This design comes from an exercise in tuning for small area, a short achievable clock period and few clock cycles per item on the open sky130 flow, not from production work.
The RTL was checked by simulation tests, not by an equivalence proof against the original design.
No activity file was given, so power comes from the tool's default toggle rates.

<file path="flow/run.sh">
#!/bin/bash
# synth_recipe.tcl (not shown) runs the flow's synth.tcl, then flattens the netlist and writes it again
# the make line also repeats each setting of config.mk as NAME=value (left out here)
make -C /OpenROAD-flow-scripts/flow DESIGN_CONFIG=/design/flow/config.mk WORK_HOME=/design/flow/orfs CLKGATE_MAP_FILE= SYNTH_SCRIPT=/design/flow/synth_recipe.tcl finish
</file>
<file path="flow/constraint.sdc">
create_clock -name core_clock -period 20.0 [get_ports {clk}]
set_input_delay 4.0000 -clock core_clock [delete_from_list [all_inputs] [get_ports {clk}]]
set_output_delay 4.0000 -clock core_clock [all_outputs]
set_load 0.01 [all_outputs]
</file>
<file path="flow/config.mk">
export PLATFORM = sky130hd
export DESIGN_NAME = mcalu
export DESIGN_NICKNAME = mcalu
export VERILOG_FILES = /design/flow/design.v
export SDC_FILE = /design/flow/constraint.sdc
export NUM_CORES = 4
export LEC_CHECK = 0
export CAP_MARGIN = 20
export CORE_MARGIN = 2
export CORE_UTILIZATION = 40
export SLEW_MARGIN = 20
</file>
<file path="flow/design.v">
module flop #(
  parameter width=1
  )(
  input clk,
  input rst,
  input set,
  input enable, 
  input [width-1:0] d,
  output reg [width-1:0] q);
  always @(posedge clk) begin
    if (enable)
      q <= d;
    if (set)
      q <= {width{1'b1}};
    if (rst)
      q <= 0;
  end
endmodule
module decoder #(
  parameter BITS = 1
  )(
  input  [BITS-1:0]      in,
  output [(1<<BITS)-1:0] out);
  genvar i;
  generate
    for (i = 0; i < (1<<BITS); i=i+1) begin : dec
      assign out[i] = (in == i);
    end
  endgenerate
endmodule
module premux #(
  parameter W = 32,
  parameter N = 16
  )(
  input [N-1:0]     sel,
  input [(N*W)-1:0] in,
  output [W-1:0]    out);
  /*verilator lint_off UNOPTFLAT*/
  wire [W-1:0] steps [0:N];
  genvar i;
  generate
    for(i = 0; i < N; i=i+1) begin : premux_gen
      assign steps[i+1] = steps[i] | ({W{sel[i]}} & in[i*W+:W]);
    end
  endgenerate
  /*verilator lint_on UNOPTFLAT*/
  assign steps[0] = 0;
  assign out = steps[N];
endmodule
module mux #(
  parameter W = 32,
  parameter N = 16
  )(
  input [$clog2(N)-1:0] sel,
  input [(N*W)-1:0]     in,
  output [W-1:0]        out);
  wire [N-1:0] sel_onehot;
  decoder #($clog2(N)) decoder(
    .in(sel),
    .out(sel_onehot));
  premux #(W,N) premux(
    .sel(sel_onehot),
    .in(in),
    .out(out));
endmodule
module rca #(
  parameter W = 32
  )(
  input          sub,
  input [W-1:0]  a,
  input [W-1:0]  b,
  output [W-1:0] c);
  wire [W-1:0] op1 = a;
  wire [W-1:0] op2 = b ^ {W{sub}};
  wire [W-1:0] g = op1 & op2;
  wire [W-1:0] p = op1 ^ op2;
  /*verilator lint_off UNOPTFLAT*/
  wire [W:0] carry;
  assign carry = {g | (p & carry[W-1:0]), sub};
  /*verilator lint_on UNOPTFLAT*/
  assign c = p ^ carry[W-1:0];
endmodule
/*verilator lint_off WIDTH*/
/*verilator lint_off UNOPTFLAT*/
module shf #(
  parameter W = 32,
  parameter RIGHT = 1
  )(
  input                  sgn,
  input [W-1:0]          a,
  input [$clog2(W)-1:0]  b,
  output [W-1:0]         c);
  localparam B = $clog2(W);
  wire [(W*3)-1:0] shf_acc [B:0];
  wire [W-1:0] oz = -(sgn & RIGHT & a[W-1]);
  assign shf_acc[0] = {oz, a, {W{1'b0}}};
  genvar i;
  generate
    if (RIGHT)
      for (i = 0; i < B; i = i + 1) begin : rshf_outer
        wire [W-1:0] shf_i;
        mux #(32, 2) rshf_mux (.sel(b[i]),
            .in({shf_acc[i][(W+(2**i)) +: W], shf_acc[i][W +: W]}),
            .out(shf_i));
        assign shf_acc[i+1] = {oz , shf_i, {W{1'b0}}};
      end
    else
      for (i = 0; i < B; i = i + 1) begin : lshf_outer
        wire [W-1:0] shf_i;
        mux #(32, 2) lshf_mux (.sel(b[i]),
            .in({shf_acc[i][(W-(2**i)) +: W], shf_acc[i][W +: W]}),
            .out(shf_i));
        assign shf_acc[i+1] = {oz, shf_i, {W{1'b0}}};
      end
  endgenerate
  assign c = shf_acc[B][W+:W]; 
endmodule
/*verilator lint_on UNOPTFLAT*/
/*verilator lint_on WIDTH*/
/*verilator lint_off WIDTH*/
/*verilator lint_off UNOPTFLAT*/
module cmp_ls #(
  parameter W = 32
  )(
  input          sgn,
  input [W-1:0]  a,
  input [W-1:0]  b,
  output [W-1:0] out);
  wire [W-1:0] found;
  wire [W-1:0] cmp_res;
  assign found[W-1] = a[W-1] ^ b[W-1];
  assign cmp_res[W-1] = ~a[W-1] & b[W-1];
  genvar i;
  generate
    for (i = W-2; i >= 0; i=i-1) begin : cmp_gen
      assign found[i] = found[i+1] | (a[i] ^ b[i]);
      mux #(1, 2) cmp_res_mux (.sel(found[i+1]), .in({cmp_res[i+1], ~a[i] & b[i]}), .out(cmp_res[i]));
    end
  endgenerate
  wire opp_sgn = found[W-1];
  assign out = {31'b0, cmp_res[0] ^ (sgn & opp_sgn & ~(a == b))};
endmodule
/*verilator lint_on UNOPTFLAT*/
/*verilator lint_on WIDTH*/
/*verilator lint_off WIDTH*/
/*verilator lint_off UNOPTFLAT*/
module privector #(
  parameter BITS = 32,
  parameter SEARCH_BIT = 1
  )(
  input [BITS-1:0] in,
  output invalid,
  output  [BITS-1:0] out);
  wire [BITS-1:0] partial_out [$clog2(BITS):0];
  wire [BITS-1:0] found [$clog2(BITS):0];
  genvar i;      
  generate
    if (SEARCH_BIT) begin
      assign partial_out[0] = in;
      assign found[0] = in;
    end else begin
      assign partial_out[0] = ~in;
      assign found[0] = ~in;
    end
  endgenerate
  localparam B = BITS - 1;
  generate
    for (i = 0; i < $clog2(BITS); i = i + 1) begin : prienc_outer
      genvar j;
      localparam base_prop = BITS - (1 << i); 
      localparam bit_mask = 1 << i;
      for (j = 0; j < BITS; j = j + 1) begin : prienc_inner
        localparam prop_idx = ((j >> i) << i) | bit_mask; 
        if (~j & bit_mask) begin
          assign partial_out[i+1][B-j] = ~found[i][B-prop_idx] & partial_out[i][B-j];
          assign found[i+1][B-j] = found[i][B-prop_idx] | found[i][B-j];
        end else begin 
          assign partial_out[i+1][B-j] = partial_out[i][B-j];
          assign found[i+1][B-j] = found[i][B-j];
        end
      end
    end
  endgenerate
  assign out = partial_out[$clog2(BITS)];
  assign invalid = ~|partial_out[0];
endmodule
/*verilator lint_on UNOPTFLAT*/
/*verilator lint_on WIDTH*/
module encoder #(
  parameter BITS = 1
  )(
  input [BITS-1:0]          in,
  output                    invalid,
  output [$clog2(BITS)-1:0] out);
  assign invalid = ~|in;
  /*verilator lint_off WIDTH*/
  wire [(BITS>>1)-1:0] encode_bits [$clog2(BITS)-1:0];
  genvar i;
  genvar k;
  generate
    for (i = 0; i < BITS; i=i+1) begin : enc_outer
      genvar j;
      for (j = 0; j < $clog2(BITS); j=j+1) begin : enc_inner
        localparam k = ((i >> (j+1)) << j) | (i & ((1 << j)-1));
        if ((i >> j) & 1) 
          assign encode_bits[j][k] = in[i];
      end
    end
    for (i = 0; i < $clog2(BITS); i=i+1) begin : enc_assign
      assign out[i] = |encode_bits[i];
    end
  endgenerate
  /*verilator lint_on WIDTH*/
endmodule
module alu_simple(
  input [4:0]       op,
  input [31:0]      op1,
  input [31:0]      op2,
  output [31:0] sc_result);
  wire [31:0] p_vector;
  wire p_vec_zero;
  privector #(32, 1) p_vector_prippf (.in(op1 & ~op2), .invalid(p_vec_zero),
    .out(p_vector));
  wire [4:0] p_index;
  encoder #(32) p_index_enc (.in(p_vector), .invalid(), .out(p_index));
  wire [31:0] add_res;
  rca #(32) adder(.sub(op[3]), .a(op1), .b(op2), .c(add_res));  
  wire [31:0] sll_res;
  shf #(32, 0) lshf(.sgn(1'b0), .a(op1), .b(op2[4:0]), .c(sll_res));  
  wire [31:0] slt_res;
  cmp_ls #(32) slt (.sgn(1'b1), .a(op1), .b(op2), .out(slt_res));
  wire [31:0] sltu_res;
  cmp_ls #(32) sltu(.sgn(1'b0), .a(op1), .b(op2), .out(sltu_res));
  wire [31:0] xorseq_res;
  mux #(32, 2) xor_mux (.sel(op[3]), .in({{31'b0,op1 == op2}, op1^op2}), .out(xorseq_res));  
  wire [31:0] srl_res;
  shf #(32, 1) rshf(.sgn(op[3]), .a(op1), .b(op2[4:0]), .c(srl_res));
  wire [31:0] or_res = op1 | op2;
  wire [31:0] and_res = op1 & op2;
  wire [31:0] basic_res;
  mux #(32, 8) basic_alu_mux (.sel(op[2:0]), 
    .in({and_res, or_res, srl_res, xorseq_res, sltu_res, slt_res, sll_res, add_res}),
    .out(basic_res));
  wire [31:0] pfind_res = {p_vec_zero, 26'b0, p_index};
  wire [31:0] pclear_res = op1 ^ p_vector;
  wire [31:0] prio_res;
  mux #(32, 2) prio_mux (.sel(op[0]), .in({pclear_res, pfind_res}), .out(prio_res));
  mux #(32, 2) sc_result_mux (.sel(op[4]), .in({prio_res, basic_res}), .out(sc_result));
endmodule
module mul(
  input         clk,
  input         rst,
  input         req,
  input [1:0]   op,
  input [31:0]  op1,
  input [31:0]  op2,
  output        done,
  output [31:0] result,
  input         stall);
  wire        x0;
  wire [3:0]  iter;
  wire [65:0] acc;
  wire [1:0]  state;
  wire INIT_STATE = ~|state;
  wire PROG_STATE = state[0];
  wire PROG_FINAL_STATE = state[1];
  wire op1_sgn = op1[31] & (op[1] ^ op[0]);
  wire [65:0] acc_se = $signed(acc) >>> 2;
  wire x2, x1;
  wire single, double, neg;
  assign {x2, x1} = acc[1:0];
  assign single = x1 ^ x0;
  assign double = ((~x2 & x1 & x0) | (x2 & (~x1) & (~x0)));
  assign neg = x2;
  wire [33:0] pp_single = { {2{op1_sgn}}, op1 };
  wire [33:0] pp_double = { op1_sgn, op1, 1'b0 };
  wire [33:0] pp_unsigned;
  wire [33:0] pp_signed = {34{neg}} ^ pp_unsigned;
  premux #(34, 2) pp_unsigned_mux (.sel({double, single}), 
      .in({pp_double, pp_single}), .out(pp_unsigned));
  wire [33:0] pp_final = {34{x0 & ~(~op[1] & op[0])}} & {2'b0, op1};
  wire [33:0] ptl_prod_i;
  mux #(34, 2) ptl_prod_i_mux (.sel(PROG_FINAL_STATE),
      .in({pp_final, pp_signed}), .out(ptl_prod_i));
  wire [35:0] ptl_prod = {ptl_prod_i,1'b0,x0};
  wire        x0_c;
  wire [3:0]  iter_c;
  wire [65:0] acc_c;
  wire [1:0]  next_state;
  wire [63:0] mul_result = acc_c[63:0];
  assign done = PROG_FINAL_STATE;
  mux #(32, 2) result_mux (.sel(|op[1:0]), .in(mul_result), .out(result));
  wire iter_done = ~|iter[3:1] & iter[0];
  wire state_enable = (INIT_STATE & req) | (PROG_STATE & iter_done) | (PROG_FINAL_STATE & ~stall);
  flop #(2) state_flop (.clk(clk), .rst(rst), .set(1'b0), .enable(state_enable), .d(next_state), 
      .q(state));
  assign next_state = {PROG_STATE, INIT_STATE};
  flop x0_flop (.clk(clk), .rst(INIT_STATE), .set(1'b0), .enable(PROG_STATE), .d(x0_c), .q(x0));
  assign x0_c = acc[1] & state[0];
  flop #(4) iter_flop (.clk(clk), .rst(INIT_STATE), .set(1'b0), .enable(PROG_STATE), 
      .d(iter_c), .q(iter));
    rca #(.W(4)) iter_c_adder ( 
        .sub (1'b1), 
        .a (iter), 
        .b (4'h1), 
        .c (iter_c)); 
;
  wire [35:0] acc_sum;
    rca #(.W(36)) acc_sum_adder ( 
        .sub (1'b0), 
        .a (acc_se[65:30]), 
        .b (ptl_prod), 
        .c (acc_sum)); 
;
  flop #(66) acc_flop (.clk(clk), .rst(1'b0), .set(1'b0), .enable(~PROG_FINAL_STATE),
      .d(acc_c), .q(acc));
  wire [65:0] acc_init = {34'b0, op2};
  wire [65:0] acc_prog = {acc_sum, acc_se[29:0]};
  mux #(66, 2) acc_c_mux (.sel(~INIT_STATE), .in({acc_prog, acc_init}), .out(acc_c));
endmodule
module div(
  input         clk,
  input         rst,
  input         req,
  input [1:0]   op,
  input [31:0]  op1,
  input [31:0]  op2,
  output        done,
  output [31:0] result,
  input         stall);
  wire [4:0]  d_iter;
  wire [63:0] d_acc;
  wire [1:0]  d_state;
  wire dvd_sgn = op1[31] & ~op[0];
  wire [31:0] op1_2c;
    rca #(.W(32)) op1_2c_adder ( 
        .sub (1'b0), 
        .a (~op1), 
        .b (32'b1), 
        .c (op1_2c)); 
;
  wire [31:0] dvd;
  mux #(32, 2) dvd_mux (.sel(dvd_sgn), .in({op1_2c, op1}), .out(dvd));
  wire dsor_sgn = op2[31] & ~op[0];
  wire [33:0] dsor_inv = {2'b00, op2};
  wire [33:0] dsor_2c;
    rca #(.W(34)) dsor_2c_adder ( 
        .sub (1'b0), 
        .a (~dsor_inv), 
        .b (34'b1), 
        .c (dsor_2c)); 
;
  wire [33:0] dsor;
  mux #(34, 2) dsor_mux (.sel(dsor_sgn), .in({{2'b11, op2}, dsor_2c}), .out(dsor));
  wire [33:0] ptl_rem = {1'b0,d_acc[63:31]};
  wire [33:0] cmp_res;
    rca #(.W(34)) cmp_res_adder ( 
        .sub (1'b0), 
        .a (ptl_rem), 
        .b (dsor), 
        .c (cmp_res)); 
;
  wire [31:0] ptl_rem_n;
  mux #(32, 2) ptl_rem_n_mux (.sel(cmp_res[33]), .in({ptl_rem[31:0], cmp_res[31:0]}), 
    .out(ptl_rem_n));
  wire [31:0] d_shf = {d_acc[30:0],~cmp_res[33]};
  wire [31:0] div_result;
  mux #(32, 2) div_result_mux (.sel(op[1]), .in(d_acc), .out(div_result));
  wire INIT_STATE = ~|d_state;
  wire PROG_STATE = d_state[0];
  wire PROG_FINAL_STATE = d_state[1];
  wire invert_result = dvd_sgn ^ (~op[1] & dsor_sgn);
  wire [31:0] div_result_2c;
    rca #(.W(32)) div_result_2c_adder ( 
        .sub (1'b0), 
        .a (~div_result), 
        .b (1), 
        .c (div_result_2c)); 
;
  assign done = PROG_FINAL_STATE;
  mux #(32, 2) result_mux (.sel(invert_result), .in({div_result_2c, div_result}), .out(result));
  wire [4:0]  d_iter_c;
  wire [63:0] d_acc_c;
  wire [1:0]  d_next_state;
  wire iter_done = ~|d_iter[4:1] & d_iter[0];
  wire d_state_enable = (INIT_STATE & req) | (PROG_STATE & iter_done) | (PROG_FINAL_STATE & ~stall);
  flop #(2) d_state_flop (.clk(clk), .rst(rst), .set(1'b0), .enable(d_state_enable),
      .d(d_next_state), .q(d_state));
  assign d_next_state = {PROG_STATE, INIT_STATE};
  flop #(5) d_iter_flop (.clk(clk), .rst(INIT_STATE), .set(1'b0), .enable(PROG_STATE),
      .d(d_iter_c), .q(d_iter));
    rca #(.W(5)) d_iter_c_adder ( 
        .sub (1'b1), 
        .a (d_iter), 
        .b (5'h1), 
        .c (d_iter_c)); 
;
  flop #(64) d_acc_flop (.clk(clk), .rst(1'b0), .set(1'b0), .enable(~PROG_FINAL_STATE),
      .d(d_acc_c), .q(d_acc));
  wire [63:0] d_acc_init = {32'b0, dvd};
  wire [63:0] d_acc_prog = {ptl_rem_n, d_shf};
  mux #(64, 2) d_acc_c_mux (.sel(~INIT_STATE), .in({d_acc_prog, d_acc_init}), .out(d_acc_c));
endmodule
module mcalu(
  input             clk,
  input             rst,
  input             exers_mcalu_issue,
  input [4:0]       exers_mcalu_op,
  input [6:0]       exers_robid,
  input [5:0]       exers_rd,
  input [31:0]      exers_op1,
  input [31:0]      exers_op2,
  output            mcalu_stall,
  output            mcalu_valid,
  output            mcalu_error,
  output [4:0]      mcalu_ecause,
  output [6:0]      mcalu_robid,
  output [5:0]      mcalu_rd,
  output [31:0]     mcalu_result,
  input             wb_mcalu_stall,
  input             rob_flush);
  wire        valid;
  wire [4:0]  op;
  wire [6:0]  robid;
  wire [5:0]  rd;
  wire [31:0] op1;
  wire [31:0] op2;
  flop valid_flop (.clk(clk), .set(1'b0), .rst(rst|rob_flush), .enable(~mcalu_stall),
    .d(exers_mcalu_issue), .q(valid));
  flop #(5) op_flop (.clk(clk), .set(1'b0), .rst(1'b0), .enable(~mcalu_stall),
    .d(exers_mcalu_op), .q(op));
  flop #(7) robid_flop (.clk(clk), .set(1'b0), .rst(1'b0), .enable(~mcalu_stall),
    .d(exers_robid), .q(robid));
  flop #(6) rd_flop (.clk(clk), .set(1'b0), .rst(1'b0), .enable(~mcalu_stall),
    .d(exers_rd), .q(rd));
  flop #(32) op1_flop (.clk(clk), .set(1'b0), .rst(1'b0), .enable(~mcalu_stall),
    .d(exers_op1), .q(op1));
  flop #(32) op2_flop (.clk(clk), .set(1'b0), .rst(1'b0), .enable(~mcalu_stall),
    .d(exers_op2), .q(op2));
  wire        mul_done, div_done;
  wire [31:0] sc_result, mul_result, div_result;
  wire is_mc_op = &op[4:3];
  wire done = ~is_mc_op | mul_done | div_done;
  assign mcalu_valid = valid & done;
  assign mcalu_error = 0;
  assign mcalu_ecause = 0;
  assign mcalu_robid = robid;
  assign mcalu_rd = rd;
  assign mcalu_stall = valid & (~done | wb_mcalu_stall);
  wire [31:0] comp_result;
  mux #(32, 2) comp_result_flop (.sel(op[2]), .in({div_result, mul_result}), .out(comp_result));
  mux #(32, 2) mcalu_result_flop (.sel(is_mc_op), .in({comp_result, sc_result}), .out(mcalu_result));
  alu_simple sc_alu(
    .op(op),
    .op1(op1),
    .op2(op2),
    .sc_result(sc_result));
  mul mul(
    .clk(clk),
    .rst(rst | rob_flush),
    .req(valid & is_mc_op & ~op[2]),
    .op(op[1:0]),
    .op1(op1),
    .op2(op2),
    .done(mul_done),
    .result(mul_result),
    .stall(wb_mcalu_stall));
  div div(
    .clk(clk),
    .rst(rst | rob_flush),
    .req(valid & is_mc_op & op[2]),
    .op(op[1:0]),
    .op1(op1),
    .op2(op2),
    .done(div_done),
    .result(div_result),
    .stall(wb_mcalu_stall));
endmodule
</file>
==> summary.txt <==
## registers in the layout, indices dropped and copies added (netlist names), 4 cells and up
signal	flops
rd_flop.q	6
op2_flop.q	32
mul.iter_flop.q	4
op1_flop.q	32
mul.acc_flop.q	66
div.d_acc_flop.q	64
robid_flop.q	7
op_flop.q	5
div.d_iter_flop.q	5
## power by group
part	internal [mW]	switching, mW	total, mW
clock	0.291	0.224	0.515
sequential	0.544	0.0192	0.563
combinational	0.210	0.362	0.571
## final timing paths
path	from	endpoint	slack, ps	cells past startpoint
setup / recovery	mul.acc_flop.q[0]	mcalu_result[31]	550	41
hold reg to reg	div.d_iter_flop.q[1]	div.d_iter_flop.q[1]	470	2
setup reg to reg	op_flop.q[0]	div.d_acc_flop.q[48]	2670	43
hold / removal	div.d_iter_flop.q[1]	div.d_iter_flop.q[1]	470	2
## cell type report
| cell class | count | area, um2 | share of cell area (%) |
|---|---|---|---|
| Clock inverter | 19 | 158 | 0.585 |
| Antenna cell | 1 | 2.50 | 0.00929 |
| Tap cell | 773 | 967 | 3.59 |
| Timing Repair Buffer | 242 | 2150 | 7.99 |
| Sequential cell | 227 | 6670 | 24.8 |
| Multi-Input combinational cell | 1986 | 15900 | 58.9 |
| Inverter | 103 | 387 | 1.44 |
| Clock buffer | 34 | 744 | 2.76 |
## timing repair
action,4_1_cts,5_1_grt
endpoints found under the setup margin,3,3
gates resized for setup,23,19
pin swaps,2,2
hold buffers,0,0
setup buffers,0,0
## kinds of logic (layout without fill, tap and decap cells)
kind of cell | Yosys count | in the layout
simple gates | 710 | 710
compound gates | 678 | 678
fa+ha+maj | 350 | 350
buf+inv | 318 | 398
flops | 227 | 227
mux | 169 | 169
xor+xnor | 73 | 73
other cells | 1 | 7
## routing by layer
layer | vias to the layer above | GRT usage [%] | wire length (um)
li1 | 9366 | - | -
met1 | 10400 | 46.4 | 43300
met2 | 1214 | 50.7 | 44600
met3 | 211 | 6.75 | 9640
met4 | 4 | 16.5 | 5950
met5 | - | 0 | 26
## layout by cell type (no fill, tap or decap), types with 34 or more instances in the layout
cell	instances
nand2_1	289
ha_1	232
nor2_1	213
edfxtp_1	212
a21oi_1	210
o21ai_0	203
clkdlybuf4s50_1	131
buf_4	108
inv_1	97
mux2i_1	91
fa_1	62
mux4_2	53
a221oi_1	44
and2_1	37
xnor2_1	37
o22ai_1	34
## synthesized netlist by cell type (38+ instances only)
master / n / area [um2]
nand2_1: 291 / 1090
ha_1: 233 / 2920
nor2_1: 217 / 815
edfxtp_1: 212 / 6370
a21oi_1: 210 / 1050
o21ai_0: 206 / 1030
clkbuf_1: 156 / 586
inv_1: 99 / 372
fa_1: 94 / 1880
mux2i_1: 91 / 911
mux4_2: 53 / 1190
a221oi_1: 45 / 394
xnor2_1: 39 / 342
and2_1: 38 / 238
## critical path: cells and delay by family (launching register included)
kind                     cells  cell delay [ps]
AO/OA/AOI/OAI                3              660
adder cells (fa/ha/maj)     32            12760
buffers and inverters        3              590
flip-flops                   1              430
multiplexers                 1               70
AND/OR/NAND/NOR              2              330
## stage by stage
step | utilization [%] | setup WS, ps | instances
2_1_floorplan | - | 11.5 | 2531
3_3_place_gp | 44.2 | -242 | 3331
3_5_place_dp | 44.2 | -473 | 3331
4_1_cts | 45.8 | 4.19 | 3384
5_1_grt | 45.9 | 5.98 | 3384
6_report | 45.9 | 554 | 3385
==> impl_metrics.ini <==
[run_status]
outcome = finished clean

[yosys]
ys_seq_elements = 227
yosys.area_share.simple_pct = 13.7
synth_cells = 2526
synthMuxAreaShare_pct = 10.9
async_reset_ff_share_pct = 0
netlist_area_mm2 = 0.0236
synthXorXnorAreaFrac_pct = 2.70
synth.avg_cell_area_um2 = 9.36
ys_seq_area_share_pct = 28.2
ys_warn_count = 19
synthFlopType = edfxtp_1
synthAdderAreaFrac_pct = 21.3
synth_top_family_by_area = adder cells
yosysUniqueCellTypes = 87
synth_edf_count = 212
synth_compound_area_share_pct = 17.6

[cts]
clk_path_buf_depth = 3
clk_pin_slew_ps = 60
cts_tree = built
clkLatencyLatePin_ps = 620
cts_made_buffers = 29
root_buffer = clkbuf_16
cts_max_level = 1
cts_sinks = 227

[sta]
setup_tns_ps = 0
skew_ps = 44.1
slew_headroom_pct = 28.2
hold_slack_ps = 473
rsz0062_at_grt = false
min_period_ps = 19450
fmax_mhz = 51.4
finalCritPeriodShare_pct = 97.2
setup_violations = 0
slew_violations = 0
worst_pin_slew_ps = 1070
hold_viol = 0

[critical_path]
worstPathMaxFanout = 2
cp_slowest_stage_delay_ps = 510
cpMaxStageDelayCell = fa_1
required_ps = 16000
worst_setup_path_end_kind = output port
worstSetupPathType = reg -> out
critPathArrivalTime_ps = 15450
cpMostUsedCell = fa_2
cp-start-kind = register

[placed_design]
placed_area_mm2 = 0.0259
hpwl_um = 77400
gp_congestion = 1.03
io_buffers = 133

[grt]
first_global_vias = 20500
antenna_found_initial = 6
grt_overflow = 0
grt_first_pass_wirelength_um = 148000
grt_usage_pct = 33.8
grt_start_max_net_pins = 96

[die]
die-width_um = 247
start_util_pct = 40.3
die_h_um = 247
die-area_mm2 = 0.0611
fp.coreArea_mm2 = 0.0587
io_pins = 140
num_rows = 89

[power_and_ir_drop]
p_leak_nw = 10.7
ir_drop_mv = 0.0688
p_total_mw = 1.65
p_per_area_mw_per_mm2 = 61.2

[detailed_routing]
dr.pass1.iters = 8
vias_per_cell = 6.25
drtIter0Drc = 2587
wire_per_inst_um = 30.6
vias = 21200
drc = 0
ant_nets = 0
wirelength_um = 103000

[flow_run]
maxCapViolations = 0

[layout]
nFillCells = 5597
fin_nets = 3003
final_area_mm2 = 0.0269
area_growth_syn_to_layout_pct = 13.9
final_layout_size_suffix_gt1_share_pct = 11.5

[min_path]
hp-class = reg -> reg
Testbench counts, summed over its fixed seeds: cycles 50,245, items 3,200.

## afterwards: timing with drivers on the ports
In the flow no input, the clock included, has a driving cell. The finished layout below was timed again as built, in two steps.
Step 1: set_driving_cell puts a clkbuf_16 on clk and a buf_2 on each other input, an assumption about the parent block.
Step 2, shift: input delay + t, output delay - t, t = (earliest + latest rising clock arrival at the registers) / 2. This alone moves slack from input paths to output paths.
a / b / c = ideal ports / drivers / drivers and shift; a / b = the first two.
shift t [ns]: 0.667
setup slack, ns: 0.554 / 0.489 / 1.157
pins driven straight from the clock port: 1
After both steps this run still meets setup and hold. For this run, drivers alone change the setup slack by -0.065 ns; drivers and shift together by +0.603 ns.
